This is an optimization exercise on Yosys and OpenROAD, whose aim is small area and a short achievable clock period, not a production implementation. The RTL was checked by simulation tests, not by an equivalence proof against the original design. Power figures rest on the tool's default switching activity, not on a simulated workload.

==> flow/design.v <==
module interrupt_controller(
	pclk_i,
	prst_i,
	penable_i,
	pready_o,
	pwrite_i,
	paddr_i,
	pwdata_i,
	prdata_o,
	interrupt_active_i,
	interrupt_valid_o,
	interrupt_to_be_serviced_o,
	interrupt_serviced_i);
	input pclk_i,prst_i,penable_i,pwrite_i;
	input [3:0] paddr_i,pwdata_i;
	output reg pready_o;
	output reg [3:0] prdata_o;
	input [15:0] interrupt_active_i;
	input interrupt_serviced_i;
	output reg interrupt_valid_o;
	output reg [3:0] interrupt_to_be_serviced_o;
	reg arb;
	integer i;
	genvar g;
	reg [15:0] pb3, pb2, npb1, npb0;
	wire [3:0] wdata = pwdata_i & {4{~prst_i}};
	wire wr = penable_i & pwrite_i;
	wire [15:0] sel;
	generate
		for (g = 0; g < 16; g = g + 1) begin : regs
			assign sel[g] = paddr_i == g;
			always @(posedge pclk_i)
				if (prst_i | (wr & sel[g])) begin
					pb3[g] <= wdata[3];
					pb2[g] <= wdata[2];
					npb1[g] <= ~wdata[1];
					npb0[g] <= ~wdata[0];
				end
		end
	endgenerate
	wire [3:0] rdata = {|(sel & pb3), |(sel & pb2), |(sel & ~npb1), |(sel & ~npb0)};
	always @(posedge pclk_i) begin
		pready_o <= penable_i & ~prst_i;
		if (prst_i | (penable_i & ~pwrite_i))
			prdata_o <= rdata & {4{~prst_i}};
	end
	wire [3:0] winner;
	ic_arb_core u_core(
		.req(interrupt_active_i),
		.pb3(pb3), .pb2(pb2), .npb1(npb1), .npb0(npb0),
		.win(winner));
	always @(posedge pclk_i) begin
		if (prst_i) begin
			arb <= 1'b0;
			interrupt_valid_o <= 1'b0;
			interrupt_to_be_serviced_o <= 4'd0;
		end else begin
			arb <= (|interrupt_active_i) &
			       ((~arb & ~interrupt_valid_o) | (interrupt_valid_o & interrupt_serviced_i));
			interrupt_valid_o <= arb | (interrupt_valid_o & ~interrupt_serviced_i);
			if (arb) interrupt_to_be_serviced_o <= winner;
			else if (interrupt_serviced_i) interrupt_to_be_serviced_o <= 4'd0;
		end
	end
endmodule
module ic_arb_core(req, pb3, pb2, npb1, npb0, win);
	input [15:0] req;
	input [15:0] pb3, pb2, npb1, npb0;
	output [3:0] win;
	genvar g;
	wire [15:0] pb1 = ~npb1;
	wire [15:0] pb0 = ~npb0;
	wire h3 = |(req & pb3);
	wire h2 = h3 ? |(req & pb3 & pb2) : |(req & pb2);
	wire [15:0] c1 = req & (pb3 | {16{~h3}}) & (pb2 | {16{~h2}});
	wire h1 = |(c1 & pb1);
	wire h0 = h1 ? |(c1 & pb1 & pb0) : |(c1 & pb0);
	wire [15:0] cw = c1 & (pb1 | {16{~h1}}) & (pb0 | {16{~h0}});
	wire [3:0] nz, lo_odd, lo_hi;
	generate
		for (g = 0; g < 4; g = g + 1) begin : quad
			wire [3:0] q = cw[4*g+3:4*g];
			assign nz[g] = |q;
			assign lo_hi[g] = ~q[0] & ~q[1];
			assign lo_odd[g] = ~q[0] & (q[1] | ~q[2]);
		end
	endgenerate
	wire [3:0] fq = {nz[3] & ~nz[2] & ~nz[1] & ~nz[0], nz[2] & ~nz[1] & ~nz[0],
	                 nz[1] & ~nz[0], nz[0]};
	assign win = {fq[3] | fq[2], fq[3] | fq[1], |(fq & lo_hi), |(fq & lo_odd)};
endmodule
clock: 30.0 ns
lec_check: 0
abc_area: 1
cap_margin: 20
core_margin: 2
core_utilization: 65
cts_buf_list: sky130_fd_sc_hd__clkbuf_4
place_density: 0.8
slew_margin: 20
standard.sh (not shown) runs the stock make flow with config.mk's settings and CLKGATE_MAP_FILE= SYNTH_SCRIPT=/design/flow/synth_recipe.tcl, a recipe that flattens the netlist after the stock synthesis.
==> flow/flow/run.sh <==
#!/bin/bash
# Own layout flow: the standard flow (standard.sh) with
#  - the standard synthesis, except that ABC maps with flow/abc.script
#    (registers are mapped before ABC runs, so they are unchanged) and,
#    when flow/arb_core.v exists, the combinational module ic_arb_core is
#    read from that gate netlist (made by gen/gen_core.py) instead of
#    being synthesised from rtl/ic.v,
#  - smaller port buffers,
#  - timing repair aimed at a setup slack margin below the clock period.
# make's full output is in standard_flow.log; ORFS's step logs are in orfs/logs/.
set -euo pipefail
source flow/params.sh
export MY_ABC_SCRIPT=$PWD/flow/abc.script
args=("BUFFER_PORTS_ARGS=-buffer_cell $PORT_BUF" "SETUP_SLACK_MARGIN=$MARGIN")
if [[ "${OWN_ABC:-1}" == 1 ]]; then args+=("SYNTH_SCRIPT=$PWD/flow/synth.tcl"); fi
if [[ -f flow/arb_core.v ]]; then
  export ARB_CORE_NETLIST=$PWD/flow/arb_core.v
  args+=("SYNTH_CANONICALIZE_TCL=$PWD/flow/subst.tcl")
fi
if [[ -n "${CTS_ARGS:-}" ]]; then args+=("CTS_ARGS=$CTS_ARGS"); fi
if [[ -n "${EXTRA:-}" ]]; then for kv in $EXTRA; do args+=("$kv"); done; fi
bash standard.sh "${args[@]}" "${FLOW_TARGET:-finish}" > standard_flow.log 2>&1
==> flow/flow/params.sh <==
PORT_BUF=sky130_fd_sc_hd__buf_1
MARGIN=20.5
CTS_ARGS="-sink_clustering_enable -repair_clock_nets -buf_list sky130_fd_sc_hd__clkbuf_4 -dont_use_dummy_load"
EXTRA="SKIP_INCREMENTAL_REPAIR=1"
Other scripts of this flow, unchanged in this note and not shown: flow/flow/abc.script, flow/flow/arb_core.v, flow/flow/subst.tcl, flow/flow/synth.tcl
Edit:
--- a/flow/flow/run.sh
+++ b/flow/flow/run.sh
@@ -19,4 +19,3 @@
 fi
 if [[ -n "${CTS_ARGS:-}" ]]; then args+=("CTS_ARGS=$CTS_ARGS"); fi
-if [[ -n "${EXTRA:-}" ]]; then for kv in $EXTRA; do args+=("$kv"); done; fi
-bash standard.sh "${args[@]}" "${FLOW_TARGET:-finish}" > standard_flow.log 2>&1
+bash standard.sh "${args[@]}" finish > standard_flow.log 2>&1
==> flow/flow/params.sh (replaced) <==
PORT_BUF=sky130_fd_sc_hd__buf_1
MARGIN=20.5
CTS_ARGS="-sink_clustering_enable -repair_clock_nets -buf_list sky130_fd_sc_hd__clkbuf_8 -dont_use_dummy_load"
--- a/flow/config.mk
+++ b/flow/config.mk
@@ -9,6 +9,5 @@
 export CAP_MARGIN = 20
 export CORE_MARGIN = 2
-export CORE_UTILIZATION = 65
-export CTS_BUF_LIST = sky130_fd_sc_hd__clkbuf_4
-export PLACE_DENSITY = 0.8
+export CORE_UTILIZATION = 40
+export CTS_BUF_LIST = sky130_fd_sc_hd__clkbuf_8
 export SLEW_MARGIN = 20
Worst hold slack gets better by 0.031 ns.
Count of clock-buffer cells in the layout is unchanged.
Utilization came out lower by 25 points.
Die area came out higher by about 60%.
Via count came out lower by 0.69%.
Final cell count came out higher by 13%.
Combinational power came out higher by about 15%.
Clock skew came out lower by 0.0092 ns.
Flip-flop and latch count stays the same.
Power came out higher by about 11%.
Wire length came out higher by 11%.

## separate check: timing with driven ports
How much do the figures lean on ideal ports? The routed layouts below were timed once more, with nothing changed but the port constraints.
Step 1, drivers: a clkbuf_16 drives pclk_i and a buf_2 each remaining input, both assumed.
Step 2 times the ports against the registers' clock, not the clock port: input delays grow and output delays shrink by t, the midpoint of the rising clock arrivals with the driver on.
Three values: no drivers, after step 1, after step 2; two values: the first two.
run	shift t [ns]	setup WS [ns]	worst hold slack (ns)	clock arrival spread, ns
the first run	0.448	20.344 / 20.353 / 19.906	0.473 / 0.473 / 0.473	0.027 / 0.027
the second run	0.383	20.628 / 20.643 / 20.260	0.504 / 0.504 / 0.504	0.019 / 0.019
After both steps setup and hold are still met in every run listed. The setup slack of the first run, which loses most, moves by +0.009 ns with the drivers and by -0.438 ns with both steps.
